Source: an optimization exercise on an open RTL-to-GDS flow (aim: a short achievable clock period and few clock cycles). Production flows keep margins and buffers that such runs may drop.
Only simulation tests tie the RTL to the original design; equivalence was not proved.
No activity file was given, so power comes from the tool's default toggle rates.

===== flow/design.v =====
module ksadd #(parameter N = 32, parameter L = 5)
             (input  [N-1:0] a, b,
              input          ci,
              output [N-1:0] y,
              output         co);
   wire [N*(L+1)-1:0] g, p;
   wire [N-1:0]       x = a ^ b;
   assign g[N-1:0] = (a & b) | {{(N-1){1'b0}}, x[0] & ci};
   assign p[N-1:0] = x;
   genvar i, j;
   generate
      for (i = 0; i < L; i = i + 1) begin : lvl
         for (j = 0; j < N; j = j + 1) begin : bt
            if (j >= (1 << i)) begin : m
               assign g[(i+1)*N+j] = g[i*N+j] | (p[i*N+j] & g[i*N+j-(1<<i)]);
               assign p[(i+1)*N+j] = p[i*N+j] & p[i*N+j-(1<<i)];
            end else begin : c
               assign g[(i+1)*N+j] = g[i*N+j];
               assign p[(i+1)*N+j] = p[i*N+j];
            end
         end
      end
   endgenerate
   assign y  = x ^ {g[L*N +: N-1], ci};
   assign co = g[L*N+N-1];
endmodule
module mips(input         clk, reset,
            output [31:0] pc,
            input  [31:0] instr,
            output        memwrite,
            output [31:0] memaddr,
            output [31:0] memwritedata,
            input  [31:0] memreaddata);
   reg  [31:0] pc_r;
   reg  [31:0] ras;
   reg         fd_valid;
   reg  [31:0] fd_instr, fd_pcp4, fd_next, fd_s, fd_t;
   reg  [31:0] fd_pc;
   reg         fd_pred, fd_ftk;
   reg  [4:0]  fd_dst;
   reg         fd_wr, fd_br, fd_bne, fd_jr, fd_jal, fd_lw, fd_sw, fd_useimm;
   reg         fd_inv, fd_and, fd_or, fd_slt;
   reg         fd_es, fd_ws, fd_xs, fd_et, fd_wt, fd_xt;
   reg         de_wr, de_load, de_mw, de_br, de_jr;
   reg         de_bne, de_pred, de_inv, de_and, de_or, de_slt, de_fa, de_fb;
   reg  [4:0]  de_dst;
   reg  [31:0] de_a, de_bx, de_sd, de_addr, de_alt;
   reg         w_wr, x_wr;
   reg  [4:0]  w_dst, x_dst;
   reg  [31:0] w_res, x_res;
   assign pc = pc_r;
   wire [31:0] f_pcp4 = pc_r + 32'd4;
   wire [5:0]  f_op   = instr[31:26];
   wire [4:0]  f_rs   = instr[25:21];
   wire [4:0]  f_rt   = instr[20:16];
   wire [4:0]  f_rd   = instr[15:11];
   wire [5:0]  f_fn   = instr[5:0];
   wire        f_r    = (f_op == 6'h00);
   wire        f_j    = (f_op == 6'h02);
   wire        f_jal  = (f_op == 6'h03);
   wire        f_beq  = (f_op == 6'h04);
   wire        f_bne  = (f_op == 6'h05);
   wire        f_jr   = f_r & (f_fn == 6'h08);
   wire        f_same = (f_rs == f_rt);
   wire        f_bpred = (f_beq & f_same) | (f_bne & ~f_same);
   reg  [15:0] btb_v;
   reg  [27:0] btb_tag [0:15];
   reg  [31:0] btb_tgt [0:15];
   wire [3:0]  f_bi   = pc_r[5:2];
   wire        f_hit  = btb_v[f_bi] & (btb_tag[f_bi] == {pc_r[31:6], pc_r[1:0]});
   wire [31:0] f_btgt = btb_tgt[f_bi];
   wire [31:0] f_jtgt = {f_pcp4[31:28], instr[25:0], 2'b00};
   wire        f_taken = f_j | f_jal | f_jr | f_hit;
   wire [31:0] f_tgt   = f_jr ? ras : (f_j | f_jal) ? f_jtgt : f_btgt;
   wire [31:0] f_next  = f_taken ? f_tgt : f_pcp4;
   wire        f_add_r = f_r & ((f_fn == 6'h20) | (f_fn == 6'h21));
   wire        f_sub_r = f_r & ((f_fn == 6'h22) | (f_fn == 6'h23));
   wire        f_and_r = f_r & (f_fn == 6'h24);
   wire        f_or_r  = f_r & (f_fn == 6'h25);
   wire        f_slt_r = f_r & (f_fn == 6'h2A);
   wire        f_alur  = f_add_r | f_sub_r | f_and_r | f_or_r | f_slt_r;
   wire        f_addi  = (f_op == 6'h08) | (f_op == 6'h09);
   wire        f_ori   = (f_op == 6'h0D);
   wire        f_lui   = (f_op == 6'h0F);
   wire        f_lw    = (f_op == 6'h23);
   wire        f_sw    = (f_op == 6'h2B);
   wire [4:0]  f_dst   = f_alur ? f_rd : f_jal ? 5'd31 : f_rt;
   wire        f_wr    = (f_alur | f_addi | f_ori | f_lui | f_lw | f_jal) &
                         (f_dst != 5'd0);
   reg  [31:0] rf [1:31];
   wire [31:0] f_rfs = (f_rs == 5'd0) ? 32'd0 : rf[f_rs];
   wire [31:0] f_rft = (f_rt == 5'd0) ? 32'd0 : rf[f_rt];
   wire        f_es = fd_valid & fd_wr & (fd_dst == f_rs);
   wire        f_ws = de_wr & (de_dst == f_rs);
   wire        f_xs = w_wr & (w_dst == f_rs);
   wire        f_et = fd_valid & fd_wr & (fd_dst == f_rt);
   wire        f_wt = de_wr & (de_dst == f_rt);
   wire        f_xt = w_wr & (w_dst == f_rt);
   wire [15:0] imm = fd_instr[15:0];
   wire [31:0] d_s = fd_ws ? w_res : fd_xs ? x_res : fd_s;
   wire [31:0] d_t = fd_wt ? w_res : fd_xt ? x_res : fd_t;
   wire [31:0] d_imm = fd_jal ? 32'd0 :
                       fd_instr[28] ? (fd_instr[27] ? {imm, 16'd0} : {16'd0, imm}) :
                       {{16{imm[15]}}, imm};
   wire [31:0] d_a   = fd_jal ? fd_pcp4 : d_s;
   wire [31:0] d_b   = fd_useimm ? d_imm : d_t;
   wire [31:0] e_res;
   wire [31:0] d_sd  = fd_et ? e_res : d_t;
   wire [15:0] d_alo;
   wire        d_aco;
   ksadd #(.N(16), .L(4)) d_aadd(.a(d_s[15:0]), .b(imm), .ci(1'b0), .y(d_alo), .co(d_aco));
   wire [15:0] d_ahi  = d_s[31:16];
   wire [15:0] d_ahin = d_ahi + 16'd1;
   wire [15:0] d_ahde = d_ahi - 16'd1;
   wire [31:0] d_addr = {(imm[15] == d_aco) ? d_ahi : d_aco ? d_ahin : d_ahde,
                         d_alo};
   wire        d_stall = fd_valid & (fd_lw | fd_sw) & fd_es;
   wire        s_f = ~fd_ws & ~fd_xs;
   wire        t_f = ~fd_wt & ~fd_xt;
   wire        s_x = ~fd_ws & fd_xs;
   wire        t_x = ~fd_wt & fd_xt;
   wire        q_ff = (fd_s == fd_t);
   wire        q_fw = (fd_s == w_res);
   wire        q_fx = (fd_s == x_res);
   wire        q_wf = (w_res == fd_t);
   wire        q_xf = (x_res == fd_t);
   wire        q_wx = (w_res == x_res);
   wire        d_eq = s_f ? (t_f ? q_ff : fd_wt ? q_fw : q_fx) :
                      fd_ws ? (t_f ? q_wf : fd_wt ? 1'b1 : q_wx) :
                              (t_f ? q_xf : fd_wt ? q_wx : 1'b1);
   wire        d_late  = fd_es | (fd_et & fd_br);
   wire        d_taken = d_late ? fd_pred : (fd_bne ? ~d_eq : d_eq);
   wire [29:0] d_btgt30;
   wire        d_bco;
   ksadd #(.N(30), .L(5)) d_badd(.a(fd_pcp4[31:2]), .b({{14{imm[15]}}, imm}), .ci(1'b0),
                      .y(d_btgt30), .co(d_bco));
   wire [31:0] d_btgt = {d_btgt30, fd_pcp4[1:0]};
   wire        j_f = (fd_s == fd_next);
   wire        j_w = (w_res == fd_next);
   wire        j_x = (x_res == fd_next);
   wire        d_jok = fd_ws ? j_w : fd_xs ? j_x : j_f;
   wire        d_redir = fd_valid &
                         ((fd_br & (d_taken ^ fd_ftk)) |
                          (fd_jr & ~d_late & ~d_jok));
   wire [31:0] d_tgt   = fd_jr ? d_s : d_taken ? d_btgt : fd_pcp4;
   wire [31:0] d_alt   = fd_jr ? fd_next : fd_pred ? fd_pcp4 : d_btgt;
   wire [31:0] e_a   = de_fa ? w_res : de_a;
   wire [31:0] e_bx  = de_fb ? (de_inv ? ~w_res : w_res) : de_bx;
   wire [31:0] e_sum;
   wire        e_co;
   ksadd #(.N(32), .L(5)) e_add(.a(e_a), .b(e_bx), .ci(de_inv), .y(e_sum), .co(e_co));
   wire        e_lt  = (e_a[31] == e_bx[31]) ? e_a[31] : e_sum[31];
   wire [31:0] e_alu = de_and ? (e_a & e_bx) :
                       de_or  ? (e_a | e_bx) :
                       de_slt ? {31'd0, e_lt} : e_sum;
   assign e_res = de_load ? memreaddata : e_alu;
   wire        e_eq    = (e_a == e_bx);
   wire        e_taken = de_bne ? ~e_eq : e_eq;
   wire        e_redir = (de_br & (e_taken != de_pred)) |
                         (de_jr & (e_a != de_alt));
   wire [31:0] e_tgt   = de_jr ? e_a : de_alt;
   assign memwrite     = de_mw;
   assign memaddr      = de_addr;
   assign memwritedata = de_sd;
   wire        f_kill = e_redir | d_redir;
   wire        d_go   = fd_valid & ~e_redir & ~d_stall;
   wire        d_bw   = fd_valid & fd_br & fd_pred;
   always @(posedge clk, posedge reset)
     if (reset) begin
        pc_r     <= 32'd0;
        ras      <= 32'd0;
        btb_v    <= 16'd0;
        fd_valid <= 1'b0;
     end else begin
        if (e_redir)
          pc_r <= e_tgt;
        else if (d_redir)
          pc_r <= d_tgt;
        else if (!d_stall)
          pc_r <= f_next;
        if (fd_valid & fd_jal)
          ras <= fd_pcp4;
        if (d_bw)
          btb_v[fd_pc[5:2]] <= 1'b1;
        if (f_kill)
          fd_valid <= 1'b0;
        else if (!d_stall)
          fd_valid <= 1'b1;
     end
   always @(posedge clk) begin
      if (!d_stall) begin
         fd_instr  <= instr;
         fd_pcp4   <= f_pcp4;
         fd_next   <= f_next;
         fd_pc     <= pc_r;
         fd_pred   <= f_bpred;
         fd_ftk    <= f_taken;
         fd_dst    <= f_dst;
         fd_wr     <= f_wr;
         fd_br     <= f_beq | f_bne;
         fd_bne    <= f_bne;
         fd_jr     <= f_jr;
         fd_jal    <= f_jal;
         fd_lw     <= f_lw;
         fd_sw     <= f_sw;
         fd_useimm <= f_addi | f_ori | f_lui | f_jal;
         fd_inv    <= f_sub_r | f_slt_r;
         fd_and    <= f_and_r;
         fd_or     <= f_or_r | f_ori | f_jal;
         fd_slt    <= f_slt_r;
         fd_s      <= f_rfs;
         fd_t      <= f_rft;
         fd_es     <= f_es;
         fd_ws     <= f_ws;
         fd_xs     <= f_xs;
         fd_et     <= f_et;
         fd_wt     <= f_wt;
         fd_xt     <= f_xt;
      end else begin
         fd_s      <= d_s;
         fd_t      <= d_t;
         fd_es     <= 1'b0;
         fd_ws     <= fd_es;
         fd_xs     <= 1'b0;
         fd_et     <= 1'b0;
         fd_wt     <= fd_et;
         fd_xt     <= 1'b0;
      end
   end
   always @(posedge clk, posedge reset)
     if (reset) begin
        de_wr   <= 1'b0;
        de_load <= 1'b0;
        de_mw   <= 1'b0;
        de_br   <= 1'b0;
        de_jr   <= 1'b0;
        w_wr    <= 1'b0;
        x_wr    <= 1'b0;
     end else begin
        de_wr   <= d_go & fd_wr;
        de_load <= d_go & fd_lw;
        de_mw   <= d_go & fd_sw;
        de_br   <= d_go & fd_br & d_late;
        de_jr   <= d_go & fd_jr & d_late;
        w_wr    <= de_wr;
        x_wr    <= w_wr;
     end
   always @(posedge clk) begin
      de_bne  <= fd_bne;
      de_pred <= fd_pred;
      de_inv  <= fd_inv;
      de_and  <= fd_and;
      de_or   <= fd_or;
      de_slt  <= fd_slt;
      de_fa   <= fd_es & ~fd_jal;
      de_fb   <= fd_et & ~fd_useimm;
      de_dst  <= fd_dst;
      de_a    <= d_a;
      de_bx   <= fd_inv ? ~d_b : d_b;
      de_sd   <= d_sd;
      de_addr <= d_addr;
      de_alt  <= d_alt;
      w_dst   <= de_dst;
      w_res   <= e_res;
      x_dst   <= w_dst;
      x_res   <= w_res;
      if (w_wr)
        rf[w_dst] <= w_res;
      if (d_bw) begin
         btb_tag[fd_pc[5:2]] <= {fd_pc[31:6], fd_pc[1:0]};
         btb_tgt[fd_pc[5:2]] <= d_btgt;
      end
   end
endmodule  

===== flow/flow/run.sh =====
#!/bin/bash
# The standard layout, with these changes to how it is made:
#  - adders are left to ABC instead of being mapped to adder cells first;
#  - the port buffers are buf_4 cells instead of the delay-type cell that
#    buffer_ports picks by default (every port still gets its buffer);
set -euo pipefail
bash standard.sh ADDER_MAP_FILE= \
  "BUFFER_PORTS_ARGS=-buffer_cell sky130_fd_sc_hd__buf_4" \
  SETUP_SLACK_MARGIN=6.8 finish > standard.log 2>&1

===== flow/standard.sh =====
#!/bin/bash
# synth_recipe.tcl (not shown) runs the flow's synth.tcl, then flattens the netlist and writes it again
# the make line also repeats each setting of config.mk as NAME=value (left out here)
make -C /OpenROAD-flow-scripts/flow DESIGN_CONFIG=/design/flow/config.mk WORK_HOME=/design/flow/orfs CLKGATE_MAP_FILE= SYNTH_SCRIPT=/design/flow/synth_recipe.tcl "${@:-finish}"

===== flow/config.mk =====
export PLATFORM = sky130hd
export DESIGN_NAME = mips
export DESIGN_NICKNAME = mips
export VERILOG_FILES = /design/flow/design.v
export SDC_FILE = /design/flow/constraint.sdc
export NUM_CORES = 4
export LEC_CHECK = 0
export ABC_CLOCK_PERIOD_IN_PS = 3000
export CAP_MARGIN = 20
export CORE_MARGIN = 2
export CORE_UTILIZATION = 38
export SLEW_MARGIN = 20
export TNS_END_PERCENT = 5

===== flow/constraint.sdc =====
create_clock -name core_clock -period 10.0 [get_ports {clk}]
set_input_delay 2.0000 -clock core_clock [delete_from_list [all_inputs] [get_ports {clk}]]
set_output_delay 2.0000 -clock core_clock [all_outputs]
set_load 0.01 [all_outputs]

==> results of run 1 <==
-- per-stage QoR --
stage	setup slack, ps	instances	power [W]	hold slack [ps]
global placement	3495	11110	0.02141	329.7
CTS	5880	11820	0.03194	347.5
global route	5647	11940	0.03326	352.2
floorplan	5757	7314	0.01830	323.3
finish	5743	11940	0.03237	344.4
detailed placement	3340	11110	0.02151	332.9
-- state kept, by name, summed over array words and instances (netlist names), 16 cells and up --
name	flops
de_a	32
w_res	32
de_alt	32
fd_instr	18
fd_next	32
de_addr	32
btb_tag	448
fd_pcp4	32
x_res	32
fd_t	32
rf	992
fd_s	32
de_bx	32
fd_pc	30
btb_v	16
btb_tgt	480
ras	32
de_sd	32
pc_r	32
-- critical path, delay by kind of cell (launching register included) --
kind / cells / cell delay, ps
AOI/OAI and AO/OA: 4 / 670
DFF: 1 / 500
and+or+nand+nor: 4 / 720
muxes: 3 / 1110
buffers and inverters: 6 / 920
xor gates and xnor gates: 1 / 190
-- cells in the final DEF (no fill, tap or decap), types with 64 or more instances in the layout --
cell and count:
sky130_fd_sc_hd__edfxtp_1 2051, sky130_fd_sc_hd__mux4_2 733, sky130_fd_sc_hd__buf_4 569, sky130_fd_sc_hd__nand2_1 365, sky130_fd_sc_hd__nor2_1 338, sky130_fd_sc_hd__mux2i_1 321
sky130_fd_sc_hd__dfxtp_1 298, sky130_fd_sc_hd__xnor2_1 278, sky130_fd_sc_hd__clkbuf_16 261, sky130_fd_sc_hd__a21oi_1 242, sky130_fd_sc_hd__o21ai_0 188, sky130_fd_sc_hd__xor2_1 184
sky130_fd_sc_hd__o22ai_1 147, sky130_fd_sc_hd__dfrtp_1 82, sky130_fd_sc_hd__mux2_2 78, sky130_fd_sc_hd__a211oi_1 71, sky130_fd_sc_hd__inv_1 66, sky130_fd_sc_hd__nand3_1 65
sky130_fd_sc_hd__nor3_1 64
-- where the power goes --
part | switching (W) | internal [W] | total [W] | leakage (nW)
Sequential | 0.000939 | 0.0127 | 0.0137 | 22.4
Combinational | 0.00544 | 0.00384 | 0.00928 | 18.8
Clock | 0.00402 | 0.00539 | 0.00940 | 3.93
Total | 0.0104 | 0.0220 | 0.0324 | 45.1
-- kinds of logic after synthesis --
logic type               after synthesis  share of synthesized area, %
multiplexers                        1216                         19.17
adder cells (fa/ha/maj)               36                        0.3222
XOR/XNOR                             505                         3.928
AO/OA/AOI/OAI                       1213                         6.856
buffers and inverters                620                         2.308
flip-flops                          2450                         62.18
AND/OR/NAND/NOR                     1274                         5.244
-- final cells by class --
type	count	area (µm²)	share of cell area [%]
inverter	77	355.3	0.2622
multi-input combinational	4255	43740	32.28
tap	3919	4903	3.618
timing repair buffer	777	8356	6.166
antenna	18	45.04	0.03324
clock buffer	305	6528	4.817
sequential	2450	70070	51.70
clock inverter	142	1525	1.125
-- path summary, 6_finish.rpt --
| path | to | slack [ps] | depth (start not counted) |
|---|---|---|---|
| max | pc_r[22] | 5740 | 18 |
| min in group asynchronous | btb_v[1] | 1240 | 2 |
| max reg2reg | pc_r[22] | 5740 | 18 |
| min reg2reg | de_slt | 340 | 0 |
| max in group asynchronous | pc_r[5] | 7210 | 3 |
| min | de_slt | 340 | 0 |
-- per-layer routing --
metal | GRT usage, % | wire length (µm)
met2 | 39.49 | 183300
met5 | 0 | 136
met1 | 37.14 | 162900
met3 | 5.446 | 45790
met4 | 11.09 | 19280
-- repair_timing --
action / 4_1_cts / 5_1_grt
endpoints found under the setup margin: 1261 / 1226
cloned: 43 / 20
setup buffers: 213 / 89
pin swaps: 145 / 112
resized for setup: 661 / 251
==> results.py, run 1 <==
metrics = {
    "setup_path": {
        "timing.rr.start": "pc_r[2]",
        "worstPathCellList": "buf_12, buf_12, buf_16, buf_12, mux4_2, mux4_2, xnor2_2, nand4_1, nor4_2, nand4_1, buf_6, buf_12, o21ai_2, o221ai_1, nand2_1, mux2i_1, a22o_1, a311oi_2",
        "critPathCaptureType": "flip-flop",
        "setup.worst_path.start_class": "flip-flop",
        "crit_slowest_cell": "sky130_fd_sc_hd__mux4_2",
        "crit_top_cell": "sky130_fd_sc_hd__buf_12",
        "worstSetupStartpoint": "pc_r[2]",
        "timing.critical_path.required_ps": 10810,
        "cp_data_arrival_time_ps": 5070,
        "path_max_fanout": 8,
        "crit_path_max_incr_delay_ps": 560,
        "category_of_the_critical_setup_timing_path": "reg -> reg",
    },
    "cts": {
        "postCtsHoldBufs": 0,
        "clkTransAtPathRegs_ps": 60,
        "htree_num_levels": 4,
        "cts_buffers": 244,
        "cts_tree": "yes",
        "tritoncts_sink_count": 2450,
        "cts.root.buffer_cell": "sky130_fd_sc_hd__clkbuf_16",
        "clk-insertion-delay-late_ps": 930,
        "clock_path_buffers": 4,
    },
    "timing": {
        "timing.slew.headroom_pct": 17.08,
        "total_setup_violations_reported_at_the_end_of_the_flow": 0,
        "post-route-period-util_pct": 42.57,
        "timing.fmax_ghz": 0.2349,
        "final-max-slew-violation-count": 0,
        "final.setup.tns_ps": 0,
        "worst_clock_skew_ps": 49.84,
        "max_slew.worst_pin.slew_ps": 1239,
        "grt_setup_unrepaired": "true",
        "layout_min_cycle_time_ps": 4257,
        "finalHoldViolCount": 0,
    },
    "flow_run": {
        "timing.max_cap.violations": 0,
    },
    "floorplan": {
        "chipHeight_um": 548.4,
        "row_count": 199,
        "start_util_pct": 38.26,
        "die_w_um": 548.4,
        "fp.dieArea_um2": 300700,
        "floorplan.io_pins": 163,
        "core_area_um2": 294300,
    },
    "yosys": {
        "yosys_warnings": 1,
        "synth_fp_nets": 7380,
        "yosys.cell_count.top_type": "sky130_fd_sc_hd__edfxtp_1",
        "syn_avg_cell_area_um2": 15.40,
        "synth.cell_area_um2": 112600,
        "synth_top_area_cell": "sky130_fd_sc_hd__edfxtp_1",
        "synth_cell_types": 97,
        "synth_common_cells": "2051 x sky130_fd_sc_hd__edfxtp_1, 733 x sky130_fd_sc_hd__mux4_2, 405 x sky130_fd_sc_hd__nor2_1",
        "synth_top_cell_area_share_pct": 54.70,
        "ffs_w_async_s_r_synth_pct": 3.551,
        "synth-seq-area-share_pct": 62.18,
        "synth_enable_flop_cells": 2051,
        "netlist_top_cells_area": "sky130_fd_sc_hd__edfxtp_1 55%, sky130_fd_sc_hd__mux4_2 15%, sky130_fd_sc_hd__dfxtp_1 5.5%",
        "yosys_most_used_dff": "sky130_fd_sc_hd__edfxtp_1",
        "synth.ff_latch_count": 2450,
        "syn_inst": 7314,
    },
    "finish": {
        "drive_above_1_share_pct": 31.85,
        "finalCoreUtilization_pct": 46.05,
        "num-nets-final": 7871,
        "area_growth_from_synthesis_to_layout_pct": 20.35,
        "final_design_area_no_fill_um2": 135500,
        "fillerInstances": 25280,
    },
    "placed_design": {
        "dp_hpwl_mm": 239.8,
        "io_buffers": 162,
        "gpl.final_weighted_congestion": 0.9763,
        "placedInstanceArea_um2": 119000,
    },
    "routing": {
        "postRouteWirelength_mm": 411.4,
        "routedWlPerCell_um": 34.45,
        "ant_nets": 0,
        "routed-via-count": 74900,
        "first_pass_iters": 7,
        "drt_drc_violations_left": 0,
        "detailedRoute.firstIterationViolations": 10860,
        "drt-vias-per-instance": 6.272,
    },
    "worst_hold_path": {
        "hp-class": "reg -> reg",
        "hp_start": "fd_slt",
    },
    "grt": {
        "global_route.overflow_total": 0,
        "grt_antenna_before_repair": 34,
        "grt_pass1_vias": 72130,
        "grt_start_max_net_pins": 122,
        "track_usage_pct": 26.30,
        "global_route_wire_length_before_repair_mm": 562.3,
    },
    "power_and_ir_drop": {
        "leakagePower_nw": 45.07,
        "pwrdens_nw_per_um2": 238.9,
        "worst_ir_drop_vdd_v": 0.0001521,
    },
    "run_status": {
        "run_status": "timing/DRC/antenna clean",
    },
}
Testbench counts, summed over its fixed seeds: cycles 50,633.
==> inputs of run 2 (changes only) <==
--- a/flow/config.mk
+++ b/flow/config.mk
@@ -9,5 +9,5 @@
 export CAP_MARGIN = 20
 export CORE_MARGIN = 2
-export CORE_UTILIZATION = 38
+export CORE_UTILIZATION = 45
 export SLEW_MARGIN = 20
 export TNS_END_PERCENT = 5
==> run 2 against run 1 <==
Against the previous run:
- still clean on timing, DRC and antenna
- clock power increased by 2.8%
- clock-buffer cell count rose by 50
- via count decreased by 0.52%
- combinational power fell by 3.0%
- largest power group unchanged
==> results.py, run 2 <==
metrics = {
    "yosys": {
        "yosys_most_used_dff": "sky130_fd_sc_hd__edfxtp_1",
        "netlist_top_cells_area": "sky130_fd_sc_hd__edfxtp_1 55%, sky130_fd_sc_hd__mux4_2 15%, sky130_fd_sc_hd__dfxtp_1 5.5%",
        "ffs_w_async_s_r_synth_pct": 3.551,
        "synth_cell_types": 97,
        "synth_common_cells": "2051 x sky130_fd_sc_hd__edfxtp_1, 733 x sky130_fd_sc_hd__mux4_2, 405 x sky130_fd_sc_hd__nor2_1",
        "synth_enable_flop_cells": 2051,
        "syn_avg_cell_area_um2": 15.40,
        "synth_fp_nets": 7380,
        "synth_top_area_cell": "sky130_fd_sc_hd__edfxtp_1",
        "synth_top_cell_area_share_pct": 54.70,
        "synth.cell_area_um2": 112600,
        "yosys_warnings": 1,
        "synth.ff_latch_count": 2450,
        "syn_inst": 7314,
        "yosys.cell_count.top_type": "sky130_fd_sc_hd__edfxtp_1",
        "synth-seq-area-share_pct": 62.18,
    },
    "routing": {
        "first_pass_iters": 6,
        "routedWlPerCell_um": 36.10,
        "highest-signal-layer": "met5",
        "drt-vias-per-instance": 6.595,
        "detailedRoute.firstIterationViolations": 11130,
        "postRouteWirelength_mm": 407.9,
        "met3_length_mm": 44.69,
        "met2_length_mm": 177.8,
        "detail_route.wirelength.met1_mm": 165.5,
        "ant_nets": 0,
        "routed-via-count": 74510,
        "drt_drc_violations_left": 0,
    },
    "run_status": {
        "run_status": "timing/DRC/antenna clean",
    },
    "setup_path": {
        "crit_top_cell": "sky130_fd_sc_hd__buf_4",
        "crit_slowest_cell": "sky130_fd_sc_hd__nor2b_2",
        "timing.critical_path.required_ps": 10780,
        "category_of_the_critical_setup_timing_path": "in -> reg",
        "path_max_fanout": 89,
        "largest_delay_share_family_worst_path": "buffers and inverters",
        "crit_path_max_incr_delay_ps": 630,
        "setup.worst_path.start_class": "input pin",
        "critPathCaptureType": "flip-flop",
        "cp_data_arrival_time_ps": 5020,
        "worstPathCellList": "buf_12, buf_4, nor2b_2, buf_4, a221oi_1, o21ai_0, nand2_1, a31oi_1, o32ai_1",
        "worstPathBufferInverterCount": 3,
    },
    "finish": {
        "finalCoreUtilization_pct": 53.59,
        "mostFrequentLayoutCell": "sky130_fd_sc_hd__edfxtp_1",
        "area_growth_from_synthesis_to_layout_pct": 18.34,
        "final_cell_mix": "2051 x sky130_fd_sc_hd__edfxtp_1, 733 x sky130_fd_sc_hd__mux4_2, 551 x sky130_fd_sc_hd__buf_4",
        "largest_register_ff_count": 992,
        "drive_above_1_share_pct": 29.94,
        "registers.top_by_ff_count": "rf",
        "num-nets-final": 7842,
        "final_cell_count_no_fill": 11300,
    },
    "cts": {
        "cts_buffers": 275,
        "tritoncts_sink_count": 2450,
        "clk-insertion-delay-late_ps": 980,
        "htree_num_levels": 5,
        "clkTransAtPathRegs_ps": 60,
        "cts_tree": "yes",
        "cts.root.buffer_cell": "sky130_fd_sc_hd__clkbuf_16",
        "clock_path_buffers": 4,
    },
    "grt": {
        "grt_start_max_net_pins": 97,
        "global_route.overflow_total": 0,
        "track_usage_pct": 30.92,
        "grt_pass1_vias": 71480,
        "grt_antenna_before_repair": 22,
        "global_route_wire_length_before_repair_mm": 557.7,
    },
    "power_and_ir_drop": {
        "worst_ir_drop_vdd_v": 0.0001941,
        "pwrdens_nw_per_um2": 244.1,
        "leakagePower_nw": 44.54,
    },
    "timing": {
        "timing.fmax_ghz": 0.2360,
        "timing.slew.headroom_pct": 25.07,
        "grt_setup_unrepaired": "true",
        "max_slew.worst_pin.slew_ps": 1124,
        "total_setup_violations_reported_at_the_end_of_the_flow": 0,
        "finalHoldViolCount": 0,
        "worst_clock_skew_ps": 82.93,
        "final.setup.tns_ps": 0,
        "final.hold.worst_slack_ps": 347.3,
        "final-max-slew-violation-count": 0,
        "layout_min_cycle_time_ps": 4238,
        "post-route-period-util_pct": 42.38,
    },
    "flow_run": {
        "timing.max_cap.violations": 0,
    },
    "floorplan": {
        "die_w_um": 504.2,
        "start_util_pct": 45.28,
        "core_area_um2": 248700,
        "fp.dieArea_um2": 254200,
        "floorplan.io_pins": 163,
        "chipHeight_um": 504.2,
        "row_count": 183,
    },
    "placed_design": {
        "gpl.final_weighted_congestion": 0.9768,
        "dp_hpwl_mm": 244.1,
        "io_buffers": 162,
        "placed_cells_incl_taps": 10520,
    },
    "worst_hold_path": {
        "hp-class": "reg -> reg",
    },
}
run 2: layer usage:
| metal | vias to the layer above | global-route usage (%) |
|---|---|---|
| met2 | 4727 | 45.20 |
| met5 | - | 0 |
| met1 | 39060 | 45.04 |
| met4 | 8 | 13.10 |
| met3 | 827 | 6.349 |
| li1 | 29890 | - |
run 2: path summary, 6_finish.rpt:
| check | slack [ps] | cells past startpoint | startpoint | endpoint |
|---|---|---|---|---|
| max | 5760 | 9 | instr[22] | fd_s[25] |
| min | 350 | 0 | fd_or | de_or |
| max reg2reg | 5770 | 17 | fd_xt | pc_r[1] |
| min reg2reg | 350 | 0 | fd_or | de_or |
| max in group asynchronous | 7190 | 3 | reset | pc_r[4] |
| min in group asynchronous | 1250 | 2 | reset | btb_v[5] |
run 2: cells by family after synthesis:
family / Yosys count / share of synthesized area, %
xor+xnor: 505 / 3.928
fa+ha+maj: 36 / 0.3222
buf+inv: 620 / 2.308
mux: 1216 / 19.17
flops: 2450 / 62.18
simple gates: 1274 / 5.244
compound gates: 1213 / 6.856
run 2: cell type report:
type	count	area [µm²]
multi-input cells	4254	42890
flip-flops and latches	2450	70090
fillers	19950	115400
clock inverters	104	959.7
inverters	77	342.8
well taps	3330	4167
clock buffers	355	7377
diodes	10	25.02
repair buffers	717	7387
repair inverters	1	8.758
run 2: repair_timing:
| item | in CTS | in global routing |
|---|---|---|
| buffers inserted | 169 | 87 |
| endpoints found under the setup margin | 903 | 971 |
| gates resized for setup | 465 | 171 |
| pin swaps | 94 | 57 |
| cloned | 30 | 18 |
| hold buffers | 0 | 0 |
| endpoints found under the hold margin | 0 | 0 |
run 2: stage by stage:
step | cell area (µm²) | power, W | setup slack, ps
after floorplan | 112700 | 0.01830 | 5757
after CTS | 131300 | 0.03212 | 5854
after global placement | 118300 | 0.02151 | 3319
after detailed placement | 118300 | 0.02158 | 3247
final | 133300 | 0.03253 | 5762
after global routing | 133200 | 0.03344 | 5698
run 2: power breakdown:
part	switching (W)	internal, W	total [W]	leakage, nW
Combinational	0.00530	0.00370	0.00900	18.1
Sequential	0.00111	0.0128	0.0139	22.4
Clock	0.00408	0.00558	0.00966	4.10
Total	0.0105	0.0220	0.0325	44.5
==> inputs of run 3 (changes only) <==
--- a/flow/design.v
+++ b/flow/design.v
@@ -64,9 +64,9 @@
    wire        f_same = (f_rs == f_rt);
    wire        f_bpred = (f_beq & f_same) | (f_bne & ~f_same);
-   reg  [15:0] btb_v;
-   reg  [27:0] btb_tag [0:15];
-   reg  [31:0] btb_tgt [0:15];
-   wire [3:0]  f_bi   = pc_r[5:2];
-   wire        f_hit  = btb_v[f_bi] & (btb_tag[f_bi] == {pc_r[31:6], pc_r[1:0]});
+   reg  [7:0]  btb_v;
+   reg  [28:0] btb_tag [0:7];
+   reg  [31:0] btb_tgt [0:7];
+   wire [2:0]  f_bi   = pc_r[4:2];
+   wire        f_hit  = btb_v[f_bi] & (btb_tag[f_bi] == {pc_r[31:5], pc_r[1:0]});
    wire [31:0] f_btgt = btb_tgt[f_bi];
    wire [31:0] f_jtgt = {f_pcp4[31:28], instr[25:0], 2'b00};
@@ -170,5 +170,5 @@
         pc_r     <= 32'd0;
         ras      <= 32'd0;
-        btb_v    <= 16'd0;
+        btb_v    <= 8'd0;
         fd_valid <= 1'b0;
      end else begin
@@ -182,5 +182,5 @@
           ras <= fd_pcp4;
         if (d_bw)
-          btb_v[fd_pc[5:2]] <= 1'b1;
+          btb_v[fd_pc[4:2]] <= 1'b1;
         if (f_kill)
           fd_valid <= 1'b0;
@@ -268,6 +268,6 @@
         rf[w_dst] <= w_res;
       if (d_bw) begin
-         btb_tag[fd_pc[5:2]] <= {fd_pc[31:6], fd_pc[1:0]};
-         btb_tgt[fd_pc[5:2]] <= d_btgt;
+         btb_tag[fd_pc[4:2]] <= {fd_pc[31:5], fd_pc[1:0]};
+         btb_tgt[fd_pc[4:2]] <= d_btgt;
       end
    end
--- a/flow/config.mk
+++ b/flow/config.mk
@@ -7,7 +7,7 @@
 export LEC_CHECK = 0
 export ABC_CLOCK_PERIOD_IN_PS = 3000
-export CAP_MARGIN = 20
+export CAP_MARGIN = 25
 export CORE_MARGIN = 2
-export CORE_UTILIZATION = 45
-export SLEW_MARGIN = 20
+export CORE_UTILIZATION = 50
+export SLEW_MARGIN = 25
 export TNS_END_PERCENT = 5
==> run 3 against run 2 <==
Against the previous run:
- highest routed layer unchanged
- clock power down 17%
- largest power group unchanged
- register-to-register slack worse by 100 ps
- flip-flop and latch count down 464
- critical path depth down 3
- die area down 24%
==> results.py, run 3 <==
metrics = {
    "cts": {
        "cts_tree": "yes",
        "tritoncts_sink_count": 1986,
        "postCtsHoldBufs": 0,
        "clk-insertion-delay-late_ps": 910,
        "cts_buffers": 207,
        "clkTransAtPathRegs_ps": 60,
        "clock_path_buffers": 3,
        "htree_num_levels": 4,
        "cts.root.buffer_cell": "sky130_fd_sc_hd__clkbuf_16",
    },
    "yosys": {
        "synth_cell_types": 97,
        "synth-seq-area-share_pct": 58.99,
        "yosys_warnings": 1,
        "synth_top_area_cell": "sky130_fd_sc_hd__edfxtp_1",
        "synth.ff_latch_count": 1986,
        "syn_avg_cell_area_um2": 14.22,
        "synth_fp_nets": 6758,
        "netlist_top_cells_area": "sky130_fd_sc_hd__edfxtp_1 50%, sky130_fd_sc_hd__mux4_2 13%, sky130_fd_sc_hd__dfxtp_1 6.6%",
        "synth_top_cell_area_share_pct": 50.35,
        "yosys.cell_count.top_type": "sky130_fd_sc_hd__edfxtp_1",
        "syn_inst": 6692,
        "synth.cell_area_um2": 95130,
        "synth_enable_flop_cells": 1595,
        "yosys_most_used_dff": "sky130_fd_sc_hd__edfxtp_1",
        "ffs_w_async_s_r_synth_pct": 3.978,
        "synth_common_cells": "1595 x sky130_fd_sc_hd__edfxtp_1, 566 x sky130_fd_sc_hd__mux4_2, 395 x sky130_fd_sc_hd__mux2i_1",
    },
    "routing": {
        "postRouteWirelength_mm": 359.3,
        "detailedRoute.firstIterationViolations": 9365,
        "ant_nets": 0,
        "routed-via-count": 65710,
        "drt-vias-per-instance": 6.794,
        "first_pass_iters": 6,
        "routedWlPerCell_um": 37.14,
        "drt_drc_violations_left": 0,
    },
    "grt": {
        "track_usage_pct": 36.65,
        "global_route_wire_length_before_repair_mm": 494.0,
        "grt_pass1_vias": 62960,
        "grt_antenna_before_repair": 25,
        "global_route.overflow_total": 0,
        "grt_start_max_net_pins": 92,
    },
    "power_and_ir_drop": {
        "clock_group_share_of_total_power_pct": 29.7,
        "pwrdens_nw_per_um2": 243.8,
        "seqPwrFrac_pct": 42.1,
        "worst_ir_drop_vdd_v": 0.0001857,
        "power_switching_w": 0.009086,
        "fin_total_pwr_w": 0.02695,
        "leakagePower_nw": 37.90,
        "int_power_w": 0.01786,
        "comb_power_share_pct": 28.2,
        "switching_portion_of_total_power_pct": 33.72,
    },
    "setup_path": {
        "crit_path_max_incr_delay_ps": 790,
        "path_max_fanout": 81,
        "worstPathCellList": "buf_8, buf_4, mux4_2, mux4_2, mux2i_1, o22ai_1",
        "crit_top_cell": "sky130_fd_sc_hd__mux4_2",
        "timing.critical_path.required_ps": 10750,
        "category_of_the_critical_setup_timing_path": "in -> reg",
        "cp_data_arrival_time_ps": 5090,
        "setup.worst_path.start_class": "input pin",
        "crit_slowest_cell": "sky130_fd_sc_hd__mux2i_1",
        "critPathCaptureType": "flip-flop",
    },
    "floorplan": {
        "core_area_um2": 189600,
        "die_w_um": 440.2,
        "start_util_pct": 50.18,
        "fp.dieArea_um2": 193800,
        "chipHeight_um": 440.2,
        "floorplan.io_pins": 163,
        "row_count": 160,
    },
    "timing": {
        "total_setup_violations_reported_at_the_end_of_the_flow": 0,
        "timing.slew.headroom_pct": 24.21,
        "final-max-slew-violation-count": 0,
        "max_slew.worst_pin.slew_ps": 1134,
        "post-route-period-util_pct": 43.42,
        "finalHoldViolCount": 0,
        "layout_setup_ws_ps": 5658,
        "final.setup.tns_ps": 0,
        "worst_clock_skew_ps": 67.30,
        "timing.fmax_ghz": 0.2303,
        "layout_min_cycle_time_ps": 4342,
        "grt_setup_unrepaired": "true",
    },
    "worst_hold_path": {
        "hp-class": "reg -> reg",
    },
    "flow_run": {
        "timing.max_cap.violations": 0,
    },
    "finish": {
        "final_cell_mix": "1595 x sky130_fd_sc_hd__edfxtp_1, 566 x sky130_fd_sc_hd__mux4_2, 458 x sky130_fd_sc_hd__buf_4",
        "finalCoreUtilization_pct": 58.30,
        "largest_register_ff_count": 992,
        "num-nets-final": 7035,
        "mostFrequentLayoutCell": "sky130_fd_sc_hd__edfxtp_1",
        "area_growth_from_synthesis_to_layout_pct": 16.18,
        "registers.top_by_ff_count": "rf",
        "drive_above_1_share_pct": 26.25,
        "fillerInstances": 14710,
    },
    "run_status": {
        "run_status": "timing/DRC/antenna clean",
    },
    "placed_design": {
        "io_buffers": 162,
        "pre_cts_setup_slack_ps": 3363,
        "gpl.final_weighted_congestion": 1.004,
        "dp_hpwl_mm": 228.5,
    },
}
run 3: cell count changes in the layout (fill, tap and decap cells not counted), sizes merged, moves of 30 or more:
cell,change
and2,+44
clkbuf,-105
mux4,-165
a211o,+35
nor3,-30
o22ai,-38
o211ai,+47
edfxtp,-456
buf,-133
run 3: cells by family after synthesis:
kind of cell,share of synthesized area [%]
AO/OA/AOI/OAI,8.471
XOR/XNOR,4.373
adder cells (fa/ha/maj),0.3604
buffers and inverters,2.600
flip-flops,58.99
multiplexers,18.95
AND/OR/NAND/NOR,6.253
run 3: power by group through the flow:
stage          sequential (W)  combinational (W)  clock, W
2_1_floorplan          0.0113            0.00372         0
3_3_place_gp           0.0115            0.00664         0
3_5_place_dp           0.0116            0.00667         0
4_1_cts                0.0113            0.00715   0.00807
5_1_grt                0.0114            0.00788   0.00836
6_report               0.0114            0.00759   0.00799
run 3: per-layer routing:
| metal | up-vias | wire (µm) | GRT usage [%] | part of all wire, % |
|---|---|---|---|---|
| met4 | 8 | 27360 | 22.64 | 7.6 |
| li1 | 26760 | - | - | - |
| met1 | 33900 | 132800 | 47.53 | 37 |
| met3 | 1022 | 33260 | 6.902 | 9.3 |
| met5 | - | 56 | 0 | 0.016 |
| met2 | 4020 | 165800 | 57.34 | 46 |
run 3: what timing repair did:
item                       in CTS  in global routing
resized for setup             279                114
buffers inserted               70                 72
gates cloned                   19                  5
pin swaps                      21                 34
setup endpoints to repair     516                528
run 3: area by class of cell:
type	instances	area, µm²	share of cell area [%]
clock inverter	125	1436	1.300
inverter	102	425.4	0.3849
antenna	11	27.53	0.02491
timing repair buffer	571	5498	4.974
clock buffer	265	5573	5.042
multi-input combinational	4101	38260	34.62
sequential	1986	56160	50.81
tap	2511	3142	2.843
run 3: metrics by stage:
step / hold slack, ps / area, µm² / instances
2_1_floorplan: 323.3 / 95230 / 6692
3_3_place_gp: 338.3 / 99770 / 9101
3_5_place_dp: 331.1 / 99890 / 9105
4_1_cts: 343.7 / 109200 / 9584
5_1_grt: 361.9 / 110500 / 9662
6_report: 344.7 / 110500 / 9672
run 3: worst paths after layout:
| check | start | end | slack (ps) | cells past startpoint |
|---|---|---|---|---|
| min in group asynchronous | reset | ras[23] | 1220 | 2 |
| max reg2reg | pc_r[3] | pc_r[27] | 5670 | 15 |
| min reg2reg | fd_and | de_and | 340 | 0 |
| max | instr[22] | fd_s[15] | 5660 | 6 |
| max in group asynchronous | reset | de_load | 7600 | 3 |
| min | fd_and | de_and | 340 | 0 |
run 3: critical path: cells and delay by family:
kind,cells,cell delay (ps)
buffers and inverters,2,1200
AOI/OAI and AO/OA,1,120
muxes,3,1710
Testbench counts of run 3, summed over its fixed seeds: cycles 50,844.
==> inputs of run 4 (changes only) <==
--- a/flow/config.mk
+++ b/flow/config.mk
@@ -7,7 +7,7 @@
 export LEC_CHECK = 0
 export ABC_CLOCK_PERIOD_IN_PS = 3000
-export CAP_MARGIN = 25
+export CAP_MARGIN = 30
 export CORE_MARGIN = 2
-export CORE_UTILIZATION = 50
-export SLEW_MARGIN = 25
+export CORE_UTILIZATION = 45
+export SLEW_MARGIN = 30
 export TNS_END_PERCENT = 5
==> run 4 against run 3 <==
Against the previous run:
- global-route usage down 3.8 points
- design area up 2.9%
- power grew 0.54%
- clock power hardly changed
- cell count rose by 4.2%
- via count up 2.6%
- die area rose by 11%
- setup slack better by 91 ps
- synthesized cell count unchanged
- flip-flop and latch count stayed put
- critical path depth is 9 higher
==> results.py, run 4 <==
metrics = {
    "routing": {
        "first_pass_iters": 10,
        "postRouteWirelength_mm": 374.5,
        "drt-vias-per-instance": 6.692,
        "drt_drc_violations_left": 0,
        "routedWlPerCell_um": 37.17,
        "ant_nets": 0,
        "detailedRoute.firstIterationViolations": 10300,
        "routed-via-count": 67440,
    },
    "placed_design": {
        "io_buffers": 162,
        "gpl.final_weighted_congestion": 0.9854,
        "dp_hpwl_mm": 222.4,
    },
    "setup_path": {
        "ff2ff_path_depth": 15,
        "path_max_fanout": 24,
        "crit_slowest_cell": "sky130_fd_sc_hd__a221oi_1",
        "timing.reg2reg.setup_slack_ps": 5750,
        "worstPathBufferInverterCount": 3,
        "timing.critical_path.required_ps": 10740,
        "crit_path_max_incr_delay_ps": 510,
        "cp_num_cells": 15,
        "category_of_the_critical_setup_timing_path": "reg -> reg",
        "cp_data_arrival_time_ps": 4990,
        "timing.rr.start": "de_inv",
        "setup.worst_path.start_class": "flip-flop",
        "critPathCaptureType": "flip-flop",
        "worstPathCellList": "buf_16, inv_2, a21oi_4, buf_4, a21oi_1, a221oi_1, o21ai_0, a31o_2, a211oi_4, o31a_1, nand3b_1, a31oi_1, o21ai_2, nand2_1, o21ai_1",
        "largest_delay_share_family_worst_path": "compound AO/OA/AOI/OAI gates",
        "critical_path.reg2reg.endpoint": "de_sd[19]",
    },
    "yosys": {
        "yosys_warnings": 1,
        "yosys_most_used_dff": "sky130_fd_sc_hd__edfxtp_1",
        "ffs_w_async_s_r_synth_pct": 3.978,
        "synth.cell_area_um2": 95130,
        "synth_enable_flop_cells": 1595,
        "synth_fp_nets": 6758,
        "syn_avg_cell_area_um2": 14.22,
        "synth_common_cells": "1595 x sky130_fd_sc_hd__edfxtp_1, 566 x sky130_fd_sc_hd__mux4_2, 395 x sky130_fd_sc_hd__mux2i_1",
        "synth_top_area_cell": "sky130_fd_sc_hd__edfxtp_1",
        "yosys.cell_count.top_type": "sky130_fd_sc_hd__edfxtp_1",
        "syn_inst": 6692,
        "synth-seq-area-share_pct": 58.99,
        "synth_top_cell_area_share_pct": 50.35,
        "synth.ff_latch_count": 1986,
        "netlist_top_cells_area": "sky130_fd_sc_hd__edfxtp_1 50%, sky130_fd_sc_hd__mux4_2 13%, sky130_fd_sc_hd__dfxtp_1 6.6%",
        "synth_cell_types": 97,
    },
    "finish": {
        "fillerInstances": 16970,
        "final_cell_mix": "1595 x sky130_fd_sc_hd__edfxtp_1, 566 x sky130_fd_sc_hd__mux4_2, 479 x sky130_fd_sc_hd__buf_4",
        "seqCellArea_um2": 56180,
        "num-nets-final": 7147,
        "mostFrequentLayoutCell": "sky130_fd_sc_hd__edfxtp_1",
        "finalCoreUtilization_pct": 54.20,
        "area_growth_from_synthesis_to_layout_pct": 19.53,
        "largest_register_ff_count": 992,
        "drive_above_1_share_pct": 28.67,
        "multi_input_area_um2": 38970,
        "registers.top_by_ff_count": "rf",
    },
    "cts": {
        "clk-insertion-delay-late_ps": 910,
        "tritoncts_sink_count": 1986,
        "cts.root.buffer_cell": "sky130_fd_sc_hd__clkbuf_16",
        "postCtsHoldBufs": 0,
        "clkTransAtPathRegs_ps": 80,
        "clock_path_buffers": 3,
        "htree_num_levels": 4,
        "cts_tree": "yes",
        "cts_buffers": 208,
    },
    "flow_run": {
        "timing.max_cap.violations": 0,
    },
    "timing": {
        "grt_setup_unrepaired": "true",
        "worst_clock_skew_ps": 97.96,
        "timing.slew.headroom_pct": 28.78,
        "post-route-period-util_pct": 42.52,
        "finalHoldViolCount": 0,
        "timing.fmax_ghz": 0.2352,
        "total_setup_violations_reported_at_the_end_of_the_flow": 0,
        "final-max-slew-violation-count": 0,
        "final.setup.tns_ps": 0,
        "max_slew.worst_pin.slew_ps": 1061,
        "layout_min_cycle_time_ps": 4252,
    },
    "power_and_ir_drop": {
        "fin_total_pwr_w": 0.02709,
        "leakagePower_nw": 39.07,
        "pwrdens_nw_per_um2": 238.2,
        "worst_ir_drop_vdd_v": 0.0003175,
    },
    "run_status": {
        "run_status": "timing/DRC/antenna clean",
    },
    "floorplan": {
        "row_count": 168,
        "die_w_um": 463.8,
        "chipHeight_um": 463.8,
        "fp.dieArea_um2": 215100,
        "start_util_pct": 45.35,
        "core_area_um2": 209800,
        "floorplan.io_pins": 163,
    },
    "worst_hold_path": {
        "whs_endpoint": "de_slt",
        "hp-class": "reg -> reg",
        "hp_start": "fd_slt",
        "worst_hold_path.num_cells": 0,
    },
    "grt": {
        "global_route_wire_length_before_repair_mm": 497.7,
        "grt_antenna_before_repair": 22,
        "grt_start_max_net_pins": 101,
        "global_route.overflow_total": 0,
        "grt_pass1_vias": 64120,
        "track_usage_pct": 32.84,
    },
}
[run 4: cell counts after synthesis]
No cell type changed its count.
[run 4: logic make-up (layout without fill, tap and decap cells)]
group / after synthesis / after routing / share of synthesized area [%]
adders and majority gates: 34 / 34 / 0.3604
muxes: 1076 / 1076 / 18.95
AOI/OAI and AO/OA: 1247 / 1248 / 8.471
buffers and inverters: 614 / 1170 / 2.600
and+or+nand+nor: 1260 / 1273 / 6.253
DFF: 1986 / 1986 / 58.99
other: 0 / 10 / 0
xor gates and xnor gates: 475 / 475 / 4.373
[run 4: worst max path at each step]
stage | from | end | slack (ps)
after floorplan | instr[1] | pc_r[17] | 5770
after global placement | de_fa | pc_r[1] | 3310
after detailed placement | de_fa | pc_r[9] | 3280
after CTS | pc_r[2] | pc[2] | 5810
after global routing | pc_r[3] | pc_r[25] | 5690
final | de_inv | de_sd[19] | 5750
[run 4: stage by stage]
stage          instance area, µm²  instances  hold slack [ps]  worst slack, ps
4_1_cts                    111100       9953            353.3             5815
3_5_place_dp               100200       9384            339.6             3284
2_1_floorplan               95230       6692            323.3             5766
3_3_place_gp               100100       9381            335.2             3305
6_report                   113700      10080            354.1             5748
5_1_grt                    113700      10070            362.1             5693
[run 4: routing by layer]
| layer | share of wire (%) | up-vias | GRT usage [%] |
|---|---|---|---|
| li1 | - | 27010 | - |
| met3 | 11 | 1115 | 7.497 |
| met2 | 45 | 4782 | 50.05 |
| met1 | 37 | 34520 | 43.04 |
| met4 | 7.2 | 14 | 19.56 |
| met5 | 0.027 | - | 0 |
[run 4: final cells by class]
type                    count  area share (%)
diodes                     10         0.02201
repair buffers            677           6.649
clock buffers             277           5.010
flip-flops and latches   1986           49.40
well taps                2805           3.087
clock inverters           114           1.170
multi-input cells        4106           34.27
inverters                 102          0.3906
[run 4: where the power goes]
group	internal [W]	leakage (nW)	total [W]	switching [W]
clock	0.00450	3.41	0.00796	0.00345
sequential	0.0105	18.2	0.0114	0.000919
combinational	0.00292	17.4	0.00776	0.00485
[run 4: worst register-to-register path, delay by kind of cell (launching register included)]
family	cells	cell delay, ps
simple gates	2	230
compound gates	10	2890
buf+inv	3	560
flops	1	400
[run 4: what timing repair did]
| item | 4_1_cts | 5_1_grt |
|---|---|---|
| pin swaps | 71 | 30 |
| gates resized for setup | 445 | 216 |
| gates cloned | 33 | 48 |
| setup buffers | 145 | 65 |
| setup endpoints to repair | 596 | 578 |
==> inputs of run 5 (changes only) <==
--- a/flow/design.v
+++ b/flow/design.v
@@ -42,6 +42,11 @@
    reg         fd_inv, fd_and, fd_or, fd_slt;
    reg         fd_es, fd_ws, fd_xs, fd_et, fd_wt, fd_xt;
-   reg         de_wr, de_load, de_mw, de_br, de_jr;
-   reg         de_bne, de_pred, de_inv, de_and, de_or, de_slt, de_fa, de_fb;
+   reg         de_wr_r, de_load, de_mw_r, de_br_r, de_jr_r, de_bw, e_kill;
+   reg  [29:0] de_bpc, de_btgt;
+   wire        de_wr = de_wr_r & ~e_kill;
+   wire        de_mw = de_mw_r & ~e_kill;
+   wire        de_br = de_br_r & ~e_kill;
+   wire        de_jr = de_jr_r & ~e_kill;
+   reg         de_bne, de_pred, de_inv, de_and, de_or, de_slt, de_fa, de_fb, de_sfw;
    reg  [4:0]  de_dst;
    reg  [31:0] de_a, de_bx, de_sd, de_addr, de_alt;
@@ -65,9 +70,9 @@
    wire        f_bpred = (f_beq & f_same) | (f_bne & ~f_same);
    reg  [7:0]  btb_v;
-   reg  [28:0] btb_tag [0:7];
-   reg  [31:0] btb_tgt [0:7];
+   reg  [26:0] btb_tag [0:7];
+   reg  [29:0] btb_tgt [0:7];
    wire [2:0]  f_bi   = pc_r[4:2];
-   wire        f_hit  = btb_v[f_bi] & (btb_tag[f_bi] == {pc_r[31:5], pc_r[1:0]});
-   wire [31:0] f_btgt = btb_tgt[f_bi];
+   wire        f_hit  = btb_v[f_bi] & (btb_tag[f_bi] == pc_r[31:5]);
+   wire [31:0] f_btgt = {btb_tgt[f_bi], 2'b00};
    wire [31:0] f_jtgt = {f_pcp4[31:28], instr[25:0], 2'b00};
    wire        f_taken = f_j | f_jal | f_jr | f_hit;
@@ -106,13 +111,9 @@
    wire [31:0] d_b   = fd_useimm ? d_imm : d_t;
    wire [31:0] e_res;
-   wire [31:0] d_sd  = fd_et ? e_res : d_t;
-   wire [15:0] d_alo;
-   wire        d_aco;
-   ksadd #(.N(16), .L(4)) d_aadd(.a(d_s[15:0]), .b(imm), .ci(1'b0), .y(d_alo), .co(d_aco));
-   wire [15:0] d_ahi  = d_s[31:16];
-   wire [15:0] d_ahin = d_ahi + 16'd1;
-   wire [15:0] d_ahde = d_ahi - 16'd1;
-   wire [31:0] d_addr = {(imm[15] == d_aco) ? d_ahi : d_aco ? d_ahin : d_ahde,
-                         d_alo};
+   wire [31:0] d_addr_f, d_addr_w, d_addr_x;
+   agu d_aguf(.base(fd_s),  .imm(imm), .addr(d_addr_f));
+   agu d_aguw(.base(w_res), .imm(imm), .addr(d_addr_w));
+   agu d_agux(.base(x_res), .imm(imm), .addr(d_addr_x));
+   wire [31:0] d_addr = fd_ws ? d_addr_w : fd_xs ? d_addr_x : d_addr_f;
    wire        d_stall = fd_valid & (fd_lw | fd_sw) & fd_es;
    wire        s_f = ~fd_ws & ~fd_xs;
@@ -155,14 +156,18 @@
                        de_slt ? {31'd0, e_lt} : e_sum;
    assign e_res = de_load ? memreaddata : e_alu;
-   wire        e_eq    = (e_a == e_bx);
+   wire        e_q_ab  = (de_a == de_bx);
+   wire        e_q_wb  = (w_res == de_bx);
+   wire        e_q_aw  = (de_a == w_res);
+   wire        e_eq    = de_fa ? (de_fb | e_q_wb) : (de_fb ? e_q_aw : e_q_ab);
+   wire        e_jok   = de_fa ? (w_res == de_alt) : (de_a == de_alt);
    wire        e_taken = de_bne ? ~e_eq : e_eq;
    wire        e_redir = (de_br & (e_taken != de_pred)) |
-                         (de_jr & (e_a != de_alt));
+                         (de_jr & ~e_jok);
    wire [31:0] e_tgt   = de_jr ? e_a : de_alt;
    assign memwrite     = de_mw;
    assign memaddr      = de_addr;
-   assign memwritedata = de_sd;
+   assign memwritedata = de_sfw ? w_res : de_sd;
    wire        f_kill = e_redir | d_redir;
-   wire        d_go   = fd_valid & ~e_redir & ~d_stall;
+   wire        d_go   = fd_valid & ~d_stall;
    wire        d_bw   = fd_valid & fd_br & fd_pred;
    always @(posedge clk, posedge reset)
@@ -181,6 +186,6 @@
         if (fd_valid & fd_jal)
           ras <= fd_pcp4;
-        if (d_bw)
-          btb_v[fd_pc[4:2]] <= 1'b1;
+        if (de_bw)
+          btb_v[de_bpc[2:0]] <= 1'b1;
         if (f_kill)
           fd_valid <= 1'b0;
@@ -230,17 +235,21 @@
    always @(posedge clk, posedge reset)
      if (reset) begin
-        de_wr   <= 1'b0;
+        de_wr_r <= 1'b0;
+        de_bw   <= 1'b0;
+        e_kill  <= 1'b0;
         de_load <= 1'b0;
-        de_mw   <= 1'b0;
-        de_br   <= 1'b0;
-        de_jr   <= 1'b0;
+        de_mw_r <= 1'b0;
+        de_br_r <= 1'b0;
+        de_jr_r <= 1'b0;
         w_wr    <= 1'b0;
         x_wr    <= 1'b0;
      end else begin
-        de_wr   <= d_go & fd_wr;
+        de_wr_r <= d_go & fd_wr;
         de_load <= d_go & fd_lw;
-        de_mw   <= d_go & fd_sw;
-        de_br   <= d_go & fd_br & d_late;
-        de_jr   <= d_go & fd_jr & d_late;
+        de_mw_r <= d_go & fd_sw;
+        de_br_r <= d_go & fd_br & d_late;
+        de_jr_r <= d_go & fd_jr & d_late;
+        de_bw   <= d_bw;
+        e_kill  <= e_redir;
         w_wr    <= de_wr;
         x_wr    <= w_wr;
@@ -258,5 +267,6 @@
       de_a    <= d_a;
       de_bx   <= fd_inv ? ~d_b : d_b;
-      de_sd   <= d_sd;
+      de_sd   <= d_t;
+      de_sfw  <= fd_et;
       de_addr <= d_addr;
       de_alt  <= d_alt;
@@ -267,8 +277,21 @@
       if (w_wr)
         rf[w_dst] <= w_res;
-      if (d_bw) begin
-         btb_tag[fd_pc[4:2]] <= {fd_pc[31:5], fd_pc[1:0]};
-         btb_tgt[fd_pc[4:2]] <= d_btgt;
+      de_bpc  <= fd_pc[31:2];
+      de_btgt <= d_btgt[31:2];
+      if (de_bw) begin
+         btb_tag[de_bpc[2:0]] <= de_bpc[29:3];
+         btb_tgt[de_bpc[2:0]] <= de_btgt;
       end
    end
 endmodule  
+module agu(input  [31:0] base,
+           input  [15:0] imm,
+           output [31:0] addr);
+   wire [15:0] lo;
+   wire        co;
+   ksadd #(.N(16), .L(4)) add(.a(base[15:0]), .b(imm), .ci(1'b0), .y(lo), .co(co));
+   wire [15:0] hi   = base[31:16];
+   wire [15:0] hinc = hi + 16'd1;
+   wire [15:0] hdec = hi - 16'd1;
+   assign addr = {(imm[15] == co) ? hi : co ? hinc : hdec, lo};
+endmodule
--- a/flow/config.mk
+++ b/flow/config.mk
@@ -7,7 +7,7 @@
 export LEC_CHECK = 0
 export ABC_CLOCK_PERIOD_IN_PS = 3000
-export CAP_MARGIN = 30
+export CAP_MARGIN = 20
 export CORE_MARGIN = 2
-export CORE_UTILIZATION = 45
-export SLEW_MARGIN = 30
+export CORE_UTILIZATION = 55
+export SLEW_MARGIN = 20
 export TNS_END_PERCENT = 5
==> run 5 against run 4 <==
Against the previous run:
- still clean
- area after synthesis increased by 3.8%
- synthesized cell count is 7.7% higher
- cell count is 1.0% lower
- die area is 15% lower
- highest routed layer unchanged
==> results.py, run 5 <==
metrics = {
    "run_status": {
        "run_status": "timing/DRC/antenna clean",
    },
    "floorplan": {
        "die_w_um": 427.8,
        "fp.dieArea_um2": 183000,
        "core_area_um2": 178400,
        "start_util_pct": 55.36,
        "chipHeight_um": 427.8,
        "row_count": 155,
        "floorplan.io_pins": 163,
    },
    "yosys": {
        "yosys_most_used_dff": "sky130_fd_sc_hd__edfxtp_1",
        "synth_top_cell_area_share_pct": 48.00,
        "synth-seq-area-share_pct": 57.61,
        "syn_avg_cell_area_um2": 13.71,
        "synth_top_area_cell": "sky130_fd_sc_hd__edfxtp_1",
        "synth_cell_types": 103,
        "synth_common_cells": "1579 x sky130_fd_sc_hd__edfxtp_1, 564 x sky130_fd_sc_hd__mux4_2, 489 x sky130_fd_sc_hd__nor2_1",
        "yosys_warnings": 1,
        "synth.mux.area_fraction_pct": 18.44,
        "synth.cell_area_um2": 98780,
        "synth_enable_flop_cells": 1579,
        "yosys.cell_count.top_type": "sky130_fd_sc_hd__edfxtp_1",
        "synth.ff_latch_count": 2033,
        "syn_inst": 7206,
        "main_combinational_cell_family_by_area_after_synthesis": "multiplexers",
        "synth_fp_nets": 7272,
        "netlist_top_cells_area": "sky130_fd_sc_hd__edfxtp_1 48%, sky130_fd_sc_hd__mux4_2 13%, sky130_fd_sc_hd__dfxtp_1 7.6%",
        "ffs_w_async_s_r_synth_pct": 3.984,
        "synth_compound_area_share_pct": 8.483,
        "synth_xor_xnor_area_share_pct": 5.621,
        "yosys.area_share.simple_pct": 6.445,
        "synth-adder-area-share_pct": 0.4915,
    },
    "timing": {
        "final-max-slew-violation-count": 0,
        "max_slew.worst_pin.slew_ps": 1224,
        "timing.slew.headroom_pct": 17.79,
        "grt_setup_unrepaired": "true",
        "final.hold.worst_slack_ps": 339.0,
        "post-route-period-util_pct": 42.82,
        "layout_setup_ws_ps": 5718,
        "finalHoldViolCount": 0,
        "layout_min_cycle_time_ps": 4282,
        "final.setup.tns_ps": 0,
        "total_setup_violations_reported_at_the_end_of_the_flow": 0,
        "worst_clock_skew_ps": 57.67,
        "timing.fmax_ghz": 0.2336,
    },
    "setup_path": {
        "setup.worst_path.start_class": "input pin",
        "category_of_the_critical_setup_timing_path": "in -> reg",
        "path_max_fanout": 33,
        "timing.critical_path.required_ps": 10690,
        "cp_data_arrival_time_ps": 4970,
        "critPathCaptureType": "flip-flop",
    },
    "finish": {
        "fillerInstances": 13180,
        "finalCoreUtilization_pct": 64.05,
        "drive_above_1_share_pct": 26.16,
        "registers.top_by_ff_count": "rf",
        "final_cell_mix": "1579 x sky130_fd_sc_hd__edfxtp_1, 564 x sky130_fd_sc_hd__mux4_2, 467 x sky130_fd_sc_hd__buf_4",
        "seqCellArea_um2": 57020,
        "multi_input_area_um2": 40620,
        "num-nets-final": 7491,
        "area_growth_from_synthesis_to_layout_pct": 15.70,
        "largest_register_ff_count": 992,
        "mostFrequentLayoutCell": "sky130_fd_sc_hd__edfxtp_1",
    },
    "grt": {
        "grt_start_max_net_pins": 140,
        "global_route.overflow_total": 0,
        "grt_antenna_before_repair": 34,
        "global_route_wire_length_before_repair_mm": 509.2,
        "grt_pass1_vias": 66080,
        "track_usage_pct": 40.02,
    },
    "power_and_ir_drop": {
        "leakagePower_nw": 39.28,
        "worst_ir_drop_vdd_v": 0.0002029,
        "pwrdens_nw_per_um2": 241.1,
    },
    "placed_design": {
        "gpl.final_weighted_congestion": 0.9993,
        "dp_hpwl_mm": 233.2,
        "io_buffers": 162,
        "pre_cts_setup_slack_ps": 4401,
    },
    "cts": {
        "clkTransAtPathRegs_ps": 60,
        "cts.root.buffer_cell": "sky130_fd_sc_hd__clkbuf_16",
        "postCtsHoldBufs": 0,
        "clk-insertion-delay-late_ps": 900,
        "tritoncts_sink_count": 2033,
        "cts_tree": "yes",
        "clock_path_buffers": 3,
        "htree_num_levels": 4,
        "cts_buffers": 206,
    },
    "routing": {
        "drt-vias-per-instance": 6.922,
        "ant_nets": 0,
        "routedWlPerCell_um": 37.13,
        "postRouteWirelength_mm": 370.4,
        "first_pass_iters": 8,
        "detailedRoute.firstIterationViolations": 9399,
        "drt_drc_violations_left": 0,
        "routed-via-count": 69050,
    },
    "worst_hold_path": {
        "hp-class": "reg -> reg",
    },
    "flow_run": {
        "timing.max_cap.violations": 0,
    },
}
==> run 5: changes by cell type after synthesis, moves of 27 or more <==
| cell | previous run | this run |
|---|---|---|
| sky130_fd_sc_hd__a211o_1 | 44 | 5 |
| sky130_fd_sc_hd__a211oi_1 | 83 | 135 |
| sky130_fd_sc_hd__a21oi_1 | 311 | 377 |
| sky130_fd_sc_hd__and2_1 | 61 | 30 |
| sky130_fd_sc_hd__clkbuf_1 | 340 | 409 |
| sky130_fd_sc_hd__dfxtp_1 | 312 | 373 |
| sky130_fd_sc_hd__mux2i_1 | 395 | 424 |
| sky130_fd_sc_hd__nand2_1 | 376 | 349 |
| sky130_fd_sc_hd__nor2_1 | 379 | 489 |
| sky130_fd_sc_hd__o211ai_1 | 75 | 31 |
| sky130_fd_sc_hd__xnor2_1 | 286 | 373 |
| sky130_fd_sc_hd__xor2_1 | 189 | 261 |
==> run 5: area by class of cell <==
| type | instances | share of cell area [%] |
|---|---|---|
| Antenna cell | 18 | 0.03941 |
| Clock buffer | 276 | 4.997 |
| Clock inverter | 110 | 1.189 |
| Inverter | 111 | 0.3843 |
| Multi-Input combinational cell | 4467 | 35.55 |
| Sequential cell | 2033 | 49.90 |
| Tap cell | 2355 | 2.578 |
| Timing Repair Buffer | 606 | 5.370 |
==> run 5: repair_timing <==
item	in CTS	in global routing
resized for setup	369	147
pin swaps	46	63
endpoints found under the setup margin	361	426
buffers inserted	124	59
gates cloned	19	9
==> run 5: path summary, 6_finish.rpt <==
path                           start          to  slack (ps)  cells past startpoint
hold reg to reg            fd_pc[23]  de_bpc[21]         340                      0
min in group asynchronous      reset    btb_v[4]        1030                      2
hold / removal             fd_pc[23]  de_bpc[21]         340                      0
setup reg to reg           w_res[24]    pc_r[23]        5790                     19
max in group asynchronous      reset     de_load        7840                      3
setup / recovery           instr[19]    fd_t[12]        5720                      6
==> run 5: worst max-delay path, stage by stage <==
cell and delay, ps:
sky130_fd_sc_hd__buf_4 430, sky130_fd_sc_hd__buf_4 720, sky130_fd_sc_hd__nor2b_2 950, sky130_fd_sc_hd__a21oi_1 210, sky130_fd_sc_hd__nand3_1 440, sky130_fd_sc_hd__o21ai_0 150
==> run 5: power by group <==
part           switching (W)  internal, W  total [W]  leakage, nW
Clock                0.00342      0.00465    0.00806         3.43
Combinational        0.00468      0.00295    0.00763         17.2
Sequential           0.00130       0.0106     0.0119         18.7
Total                0.00940       0.0182     0.0276         39.3
==> run 5: logic make-up (layout without fill, tap and decap cells) <==
group,Yosys count,in the layout
fa+ha+maj,48,48
xor+xnor,634,634
flops,2033,2033
other cells,0,18
buf+inv,707,1103
compound gates,1319,1319
mux,1099,1099
simple gates,1366,1367
==> run 5: stage by stage <==
stage / std cells / area [µm²] / total power (W)
after global routing: 9963 / 114300 / 0.02828
after floorplan: 7206 / 99010 / 0.01548
after detailed placement: 9360 / 102800 / 0.01859
final: 9976 / 114300 / 0.02755
after global placement: 9358 / 102700 / 0.01852
after CTS: 9889 / 112900 / 0.02713
==> run 5: metal layers <==
layer / wire length (µm) / track usage, %
met4: 26780 / 24.12
met3: 38350 / 8.730
met1: 135700 / 52.10
met2: 169400 / 61.93
met5: 148 / 0
Testbench counts of run 5, summed over its fixed seeds: cycles 50,816.

-- afterwards: timing with drivers on the ports --
The results above use ideal ports. As a check the final layouts listed here were re-extracted and re-timed, cells and wires unchanged. Step 1 assumes that a clkbuf_16 drives the clock port and a buf_2 every other input. Step 2 moves the port delays by t, midway between the first and last clock arrival at a register: inputs arrive t later, outputs are due t later. That takes back most of the time a late clock gives input paths. a / b / c = ideal ports / drivers / drivers and shift; a / b = the first two.
| run | shift t [ns] | setup WS [ns] | worst setup path after step 2 | worst slew at a driven data input, ns |
|---|---|---|---|---|
| run 1 | 1.014 | 5.743 / 5.714 / 4.871 | input to register | 0.40 |
| run 2 | 1.022 | 5.762 / 5.770 / 4.763 | input to register | 0.21 |
| run 3 | 0.972 | 5.658 / 5.666 / 4.735 | input to register | 0.22 |
| run 4 | 0.949 | 5.748 / 5.748 / 5.019 | input to register | 0.40 |
| run 5 | 0.958 | 5.718 / 5.777 / 4.819 | input to register | 0.16 |
After both steps setup and hold are still met in every run listed. For run 2, which loses most, drivers alone change the setup slack by +0.008 ns; drivers and shift together by -0.999 ns.
